What follows belongs to an exercise in optimizing a design on an open flow for small area; a production flow would make more cautious choices.
In this exercise RTL edits were held to simulation tests only and were not proved equivalent to the original.
No driver is modelled on the clock port, so clock power and skew are understated where the tree is cut down; a real chip needs a root buffer or a tree.
Power is estimated from default activity; no workload was simulated.

==> 07-26: inputs <==
==> flow/design.v <==
`timescale 1ns/1ps
module temp(clk, rst_n, sda_i, sda_o, sda_oe, scl, out_led, arrange);
    input clk;
    input rst_n;
    input sda_i;
    output sda_o;
    output sda_oe;
    output scl;
    output [7:0] out_led;
    output [7:0] arrange;
    reg [1:0] p;
    reg [2:0] q;
    reg [5:0] d;
    reg [9:0] n;
    reg [1:0] count;
    reg scl, sda_r, sda_link;
    reg [7:0] rd0, rd1;
    wire q4   = q[2] & ~q[1];           
    wire p1   = ~p[1] & p[0];           
    wire p3   = p[1] & ~p[0];           
    wire step = q4 & p3;                
    wire tog  = q4 & p1;                
    wire inc  = step & scl;             
    wire cinc = (d == 6'b100000) & p1;  
    wire act  = n[9];
    wire [4:0] a = n[4:0];
    wire last = n[9] & n[4] & n[3] & n[2];      
    wire [9:0] nx = n + inc;
    always @(posedge clk or negedge rst_n)
        if (!rst_n) begin
            p <= 2'b00;
            q <= 3'b000;
            d <= 6'b000000;
            count <= 2'd0;
            scl <= 1'b1;
            n <= 10'd12;
        end else begin
            p <= {p[0], ~p[1]};
            q <= {q[1:0], ~(q[2] | q[1])};
            d <= {d[4:0], ~(d[5] ^ d[4])};
            count <= count + cinc;
            scl <= scl ^ tog;
            n <= nx & ~({last, 4'b0000, last, 3'b000, last} & {10{inc}});
        end
    wire link_a = ~a[4] & (~a[3] | ~(a[2] | a[1] | a[0]))
                | a[4] & (a[3] & a[2] | a[3] & a[1] & a[0] | ~a[3] & ~a[2] & a[1] & ~a[0]);
    wire sda_z = act & (a[1] & ~a[2] & ~a[3] | a[2] & ~a[1] & a[0]
                        | ~a[3] & ~a[2] & ~a[1] & ~a[0] & scl | a[3] & a[2] & ~scl);
    always @(posedge clk or negedge rst_n)
        if (!rst_n) begin
            sda_r <= 1'b1;
            sda_link <= 1'b0;
        end else begin
            if (step) sda_r <= ~sda_z;
            if (step & act) sda_link <= link_a;
            else if (~n[9] & nx[9]) sda_link <= 1'b0;    
        end
    wire rd_en = inc & act;
    genvar k;
    generate
        for (k = 0; k < 8; k = k + 1) begin : g_rd
            always @(posedge clk or negedge rst_n)
                if (!rst_n) begin
                    rd0[k] <= 1'b0;
                    rd1[k] <= 1'b0;
                end else begin
                    if (rd_en & a == 17 - k) rd0[k] <= sda_i;
                    if (rd_en & a == 26 - k) rd1[k] <= sda_i;
                end
        end
    endgenerate
    assign sda_o = sda_r;
    assign sda_oe = sda_link;
    wire [7:0] y = count[1] ? rd0 : {1'b0, rd1[7:1]};
    wire lo = count[1] ? rd1[7] : rd1[0];
    function [3:0] dstep;
        input [2:0] r;
        input b;
        reg qb;
        begin
            qb = r[2] | (r[1] & (r[0] | b));
            dstep = {qb, r[1] & ~r[0] & ~b | r[2] & b,
                         r[0] & (~r[1] | b) | r[2] & ~b,
                         b ^ qb};
        end
    endfunction
    wire [3:0] s5 = dstep({1'b0, y[7:6]}, y[5]);
    wire [3:0] s4 = dstep(s5[2:0], y[4]);
    wire [3:0] s3 = dstep(s4[2:0], y[3]);
    wire [3:0] s2 = dstep(s3[2:0], y[2]);
    wire [3:0] s1 = dstep(s2[2:0], y[1]);
    wire [3:0] s0 = dstep(s1[2:0], y[0]);
    wire [3:0] dig = count[0] ? {s3[3], s2[3], s1[3], s0[3]} : {s0[2:0], lo};
    wire [3:0] v = dig;
    wire blank = v[3] & (v[2] | v[1]);
    wire [6:0] seg;
    assign seg[6] = blank | ~v[3] & ~v[1] & (v[2] ^ v[0]);                  
    assign seg[5] = blank | v[2] & (v[1] ^ v[0]);                           
    assign seg[4] = blank | ~v[2] & v[1] & ~v[0];                           
    assign seg[3] = blank | ~v[1] & (v[2] ^ v[0]) | v[2] & v[1] & v[0];     
    assign seg[2] = v[0] | blank | v[2] & ~v[1];                            
    assign seg[1] = blank | ~v[3] & ~v[2] & (v[1] | v[0]) | v[2] & v[1] & v[0];  
    assign seg[0] = blank | ~v[3] & ~v[2] & ~v[1] | v[2] & v[1] & v[0];     
    assign out_led = {seg, ~(count[1] & ~count[0])};
    assign arrange = {4'b1111, ~(4'b0001 << count)};
endmodule
==> flow/flow/run.sh <==
#!/bin/bash
# Own layout flow: the standard ORFS flow (standard.sh) with these changes:
#  1. synthesis: the final ABC technology mapping is run with each of the
#     area-oriented scripts flow/abc_map*.script (&deepsyn or rewriting, then
#     dch and amap) in place of ORFS's abc_area/abc_speed script, and the one
#     giving the smallest cell area is kept; the rest of synthesis (registers,
#     their names and cells, flattening, renaming) is unchanged;
#  2. port buffers are the smallest buffer (buf_1) instead of ORFS's default;
#  3. clock tree: built by flow/cts_hook.tcl (a PRE_CTS hook) as a few
#     buffers driven by the clock port, each driving a group of nearby
#     register clock pins, in place of TritonCTS's H-tree with dummy loads;
#  4. constant outputs share synthesis's tie cell (no repair_tie_fanout).
# Each tool's full output stays in orfs/logs/ (one log per step) and make's
# output in flow_make.log.
set -euo pipefail
work=$(pwd)
scripts=$(ls $work/flow/abc_map*.script | tr '\n' ' ')
{
    head -n 1 synth_recipe.tcl
    cat <<TCL
proc abc {args} {
    set i [lsearch -exact \$args -script]
    set lib [lindex \$args [expr {[lsearch -exact \$args -liberty] + 1}]]
    yosys design -save own_pre_abc
    set best {}
    foreach scr {$scripts} {
        yosys design -load own_pre_abc
        yosys abc {*}[lreplace \$args [expr {\$i + 1}] [expr {\$i + 1}] \$scr]
        yosys tee -q -o $work/own_abc_stat.txt stat -liberty \$lib
        set f [open $work/own_abc_stat.txt]
        regexp {Chip area for module[^:]*: ([0-9.]+)} [read \$f] -> area
        close \$f
        puts "own flow: abc script \$scr: area \$area"
        if {\$best eq {} || \$area < [lindex \$best 1]} { set best [list \$scr \$area] }
    }
    yosys design -load own_pre_abc
    puts "own flow: kept abc script [lindex \$best 0] (area [lindex \$best 1])"
    yosys abc {*}[lreplace \$args [expr {\$i + 1}] [expr {\$i + 1}] [lindex \$best 0]]
}
TCL
    tail -n +2 synth_recipe.tcl
} > own_synth.tcl
export BUFFER_PORTS_ARGS="-buffer_cell sky130_fd_sc_hd__buf_1"
export PRE_CTS_TCL=$work/flow/cts_hook.tcl
export OWN_CLOCK_CHOICES="{sky130_fd_sc_hd__clkbuf_8 2} {sky130_fd_sc_hd__buf_4 4} {sky130_fd_sc_hd__buf_8 2} {sky130_fd_sc_hd__buf_6 3} {sky130_fd_sc_hd__clkbuf_8 3} {sky130_fd_sc_hd__clkbuf_8 4}"
export OWN_CLOCK_MAX_SLEW_NS=0.110
export SKIP_REPAIR_TIE_FANOUT=1
bash standard.sh SYNTH_SCRIPT=$work/own_synth.tcl finish > flow_make.log 2>&1
==> flow/flow/abc_map1.script <==
strash
&get -n
&deepsyn -S 1 -T 60
&put
dch -f
amap
topo
==> flow/flow/abc_map2.script <==
strash
&get -n
&deepsyn -S 2 -T 60
&put
dch -f
amap
strash
dch -f
amap
topo
==> flow/flow/abc_map3.script <==
strash
&get -n
&deepsyn -S 3 -T 60
&put
dch -f
amap
topo
==> flow/flow/abc_map4.script <==
strash
balance
rewrite
refactor
balance
rewrite
rewrite -z
balance
refactor -z
rewrite -z
balance
dch -f
amap
topo
==> flow/flow/cts_hook.tcl <==

# groups of pins: strips along axis 1 (x) or 2 (y), or a 2 x 2 grid (axis 3)
proc cts_groups {k axis} {
  global cts_pins
  if {$axis == 3} {
    set out {}
    foreach half [cts_groups 2 1] {
      set pins [lsort -integer -index 2 $half]
      set n [llength $pins]
      lappend out [lrange $pins 0 [expr {$n / 2 - 1}]] [lrange $pins [expr {$n / 2}] end]
    }
    return $out
  }
  set pins [lsort -integer -index $axis $cts_pins]
  set n [llength $pins]
  set out {}
  for {set g 0} {$g < $k} {incr g} {
    lappend out [lrange $pins [expr {$g * $n / $k}] [expr {($g + 1) * $n / $k - 1}]]
  }
  return $out
}

proc cts_build {cell k axis} {
  global cts_block cts_port_net cts_made
  set master [[ord::get_db] findMaster $cell]
  set g 0
  foreach grp [cts_groups $k $axis] {
    set buf [odb::dbInst_create $cts_block $master clkbuf_own_$g]
    set net [odb::dbNet_create $cts_block clknet_own_$g]
    $net setSigType CLOCK
    set sx 0
    set sy 0
    foreach p $grp {
      lassign $p it x y
      set sx [expr {$sx + $x}]
      set sy [expr {$sy + $y}]
      $it disconnect
      $it connect $net
    }
    set m [llength $grp]
    [$buf findITerm A] connect $cts_port_net
    [$buf findITerm X] connect $net
    $buf setLocation [expr {$sx / $m}] [expr {$sy / $m}]
    $buf setPlacementStatus PLACED
    lappend cts_made [list $buf $net]
    incr g
  }
}

proc cts_undo {} {
  global cts_port_net cts_made
  foreach bn $cts_made {
    lassign $bn buf net
    foreach it [$net getITerms] {
      if {[$it getInst] ne $buf} {
        $it disconnect
        $it connect $cts_port_net
      }
    }
    odb::dbInst_destroy $buf
    odb::dbNet_destroy $net
  }
  set cts_made {}
}

proc cts_worst_slew {} {
  global cts_pins
  estimate_parasitics -placement
  set worst 0.0
  foreach p $cts_pins {
    set it [lindex $p 0]
    set pin [get_pins [[$it getInst] getName]/[[$it getMTerm] getName]]
    foreach prop {slew_max_rise slew_max_fall} {
      set s [get_property $pin $prop]
      if {$s > $worst} { set worst $s }
    }
  }
  return $worst
}

proc clock_tree_synthesis {args} {
  puts "own flow: clock_tree_synthesis skipped, clock tree built by the PRE_CTS hook"
}

# The hook is sourced inside a proc, so the state lives in globals.
proc cts_own_main {} {
  global cts_block cts_port_net cts_pins cts_made
  set cts_block [ord::get_db_block]
  set cts_port_net [[$cts_block findBTerm clk] getNet]
  set cts_pins {}
  foreach it [$cts_port_net getITerms] {
    set box [[$it getInst] getBBox]
    lappend cts_pins [list $it [expr {([$box xMin] + [$box xMax]) / 2}] [expr {([$box yMin] + [$box yMax]) / 2}]]
  }
  set cts_made {}
  set_propagated_clock [all_clocks]
  set cts_best {}
  foreach choice $::env(OWN_CLOCK_CHOICES) {
    lassign $choice cell k
    set axes [expr {$k == 4 ? {1 2 3} : {1 2}}]
    if {$k == 1} { set axes {1} }
    set ok 0
    foreach axis $axes {
      cts_build $cell $k $axis
      set s [cts_worst_slew]
      cts_undo
      puts "own flow: $k x $cell, split [lindex {- x y grid} $axis]: worst clock-pin slew $s"
      if {$cts_best eq {} || $s < [lindex $cts_best 3]} { set cts_best [list $cell $k $axis $s] }
      if {$s <= $::env(OWN_CLOCK_MAX_SLEW_NS)} {
        set cts_best [list $cell $k $axis $s]
        set ok 1
        break
      }
    }
    if {$ok} { break }
  }
  lassign $cts_best cell k axis s
  cts_build $cell $k $axis
  puts "own flow: kept $k x $cell, split [lindex {- x y grid} $axis], worst clock-pin slew [cts_worst_slew]"
}
cts_own_main
==> flow/standard.sh <==
#!/bin/bash
# synth_recipe.tcl (not shown) runs the flow's synth.tcl, then flattens the netlist and writes it again
# the make line also repeats each setting of config.mk as NAME=value (left out here)
make -C /OpenROAD-flow-scripts/flow DESIGN_CONFIG=/design/flow/config.mk WORK_HOME=/design/flow/orfs CLKGATE_MAP_FILE= SYNTH_SCRIPT=/design/flow/synth_recipe.tcl "${@:-finish}"
==> flow/config.mk <==
export PLATFORM = sky130hd
export DESIGN_NAME = temp
export DESIGN_NICKNAME = temp
export VERILOG_FILES = /design/flow/design.v
export SDC_FILE = /design/flow/constraint.sdc
export NUM_CORES = 4
export LEC_CHECK = 0
export CAP_MARGIN = 20
export CORE_MARGIN = 2
export CORE_UTILIZATION = 65
export SLEW_MARGIN = 20
==> flow/constraint.sdc <==
create_clock -name core_clock -period 10.0 [get_ports {clk}]
set_input_delay 2.0000 -clock core_clock [delete_from_list [all_inputs] [get_ports {clk}]]
set_output_delay 2.0000 -clock core_clock [all_outputs]
set_load 0.01 [all_outputs]
==> 12-17: changes against 07-26 <==
--- a/flow/design.v
+++ b/flow/design.v
@@ -92,14 +92,19 @@
     wire [3:0] s0 = dstep(s1[2:0], y[0]);
     wire [3:0] dig = count[0] ? {s3[3], s2[3], s1[3], s0[3]} : {s0[2:0], lo};
-    wire [3:0] v = dig;
-    wire blank = v[3] & (v[2] | v[1]);
-    wire [6:0] seg;
-    assign seg[6] = blank | ~v[3] & ~v[1] & (v[2] ^ v[0]);                  
-    assign seg[5] = blank | v[2] & (v[1] ^ v[0]);                           
-    assign seg[4] = blank | ~v[2] & v[1] & ~v[0];                           
-    assign seg[3] = blank | ~v[1] & (v[2] ^ v[0]) | v[2] & v[1] & v[0];     
-    assign seg[2] = v[0] | blank | v[2] & ~v[1];                            
-    assign seg[1] = blank | ~v[3] & ~v[2] & (v[1] | v[0]) | v[2] & v[1] & v[0];  
-    assign seg[0] = blank | ~v[3] & ~v[2] & ~v[1] | v[2] & v[1] & v[0];     
+    reg [6:0] seg;
+    always @*
+        case (dig)
+            4'd0: seg = 7'b0000001;
+            4'd1: seg = 7'b1001111;
+            4'd2: seg = 7'b0010010;
+            4'd3: seg = 7'b0000110;
+            4'd4: seg = 7'b1001100;
+            4'd5: seg = 7'b0100100;
+            4'd6: seg = 7'b0100000;
+            4'd7: seg = 7'b0001111;
+            4'd8: seg = 7'b0000000;
+            4'd9: seg = 7'b0001100;
+            default: seg = 7'b1111111;
+        endcase
     assign out_led = {seg, ~(count[1] & ~count[0])};
     assign arrange = {4'b1111, ~(4'b0001 << count)};
==> flow/flow/run.sh (replaced) <==
#!/bin/bash
# Own layout flow: the standard ORFS flow (standard.sh) with these changes:
#  1. synthesis: the final ABC technology mapping uses an area-oriented script
#     (flow/abc_map.script: &deepsyn, then dch and amap) instead of ORFS's
#     abc_area/abc_speed script; the rest of synthesis (registers, their
#     names and cells, flattening, renaming) is unchanged;
#  2. port buffers are the smallest buffer (buf_1) instead of ORFS's default;
#  3. clock tree: built by flow/cts_hook.tcl (a PRE_CTS hook) as a few
#     buffers driven by the clock port, each driving a group of nearby
#     register clock pins, in place of TritonCTS's H-tree with dummy loads;
#  4. constant outputs share synthesis's tie cell (no repair_tie_fanout).
# Each tool's full output stays in orfs/logs/ (one log per step) and make's
# output in flow_make.log.
set -euo pipefail
work=$(pwd)
abc_script=$work/flow/abc_map.script
{
    head -n 1 synth_recipe.tcl
    cat <<TCL
proc abc {args} {
    set i [lsearch -exact \$args -script]
    if {\$i >= 0} { set args [lreplace \$args [expr {\$i + 1}] [expr {\$i + 1}] $abc_script] }
    puts "own flow: abc {*}\$args"
    yosys abc {*}\$args
}
TCL
    tail -n +2 synth_recipe.tcl
} > own_synth.tcl
export BUFFER_PORTS_ARGS="-buffer_cell sky130_fd_sc_hd__buf_1"
export PRE_CTS_TCL=$work/flow/cts_hook.tcl
export OWN_CLOCK_CHOICES="{sky130_fd_sc_hd__clkbuf_8 2} {sky130_fd_sc_hd__buf_4 4} {sky130_fd_sc_hd__buf_8 2} {sky130_fd_sc_hd__buf_6 3} {sky130_fd_sc_hd__clkbuf_8 3} {sky130_fd_sc_hd__clkbuf_8 4}"
export OWN_CLOCK_MAX_SLEW_NS=0.110
export SKIP_REPAIR_TIE_FANOUT=1
bash standard.sh SYNTH_SCRIPT=$work/own_synth.tcl finish > flow_make.log 2>&1
==> flow/flow/abc_map.script (new file) <==
strash
&get -n
&deepsyn -T 60
&put
dch -f
amap
topo
removed: flow/flow/abc_map1.script
removed: flow/flow/abc_map2.script
removed: flow/flow/abc_map3.script
removed: flow/flow/abc_map4.script
==> summary.md <==
| Metric | Value |
|---|---|
| Tmin final | `approximately 7900 ps` |
| WHS | `~360 ps` |
| Status | `no timing/DRC/antenna violations` |
| Total power | `~0.24 mW` |
| Comb. pwr | `0.00506 mW` |
| Placed Area | `2223 µm²` |
The numbers above come from 07-26.

==> summary.md <==
| Metric | Value |
|---|---|
| Seq/total area | `44.87%` |
| Slew margin rel. | `a little over two fifths` |
| Initial DRC count | `roughly 170` |
| Status | `no timing/DRC/antenna violations` |
| Tmin final | `slightly above 7000 ps` |
| Total power | `between 0.2 and 0.25 mW` |
| WHS | `approximately 370 ps` |
| Placed Area | `about 2300 µm²` |
| Comb. pwr | `0.00502 mW` |
The numbers above come from 12-17.

No run of this note takes its clock network from TritonCTS; it comes from the design's own scripts or RTL.

-- re-timing with driven ports --
The flow's constraints put no driver on any port. The routed layouts listed below were extracted and timed again, unchanged, in two steps.
Step 1: set_driving_cell puts a clkbuf_16 on clk and a buf_2 on each other input, an assumption about the parent block.
Step 2 adds t to the input delays and takes it off the output delays; t is the mean of the earliest and latest rising clock arrival at the registers after step 1. Input paths then give back, and output paths get back, about the clock's delay inside the block.
a / b / c = no drivers / after step 1 / after step 2; a / b = the first two.
run	t, ns	setup slack, ns	hold slack, ns	slew at the worst register clock pin (ns)	worst data-port slew with drivers (ns)
07-26	0.175	2.061 / 2.021 / 2.196	0.360 / 0.360 / 0.360	0.10 / 0.10	0.03
12-17	0.173	2.782 / 2.743 / 2.916	0.366 / 0.366 / 0.366	0.10 / 0.10	0.03
After both steps setup and hold are still met in every run listed.
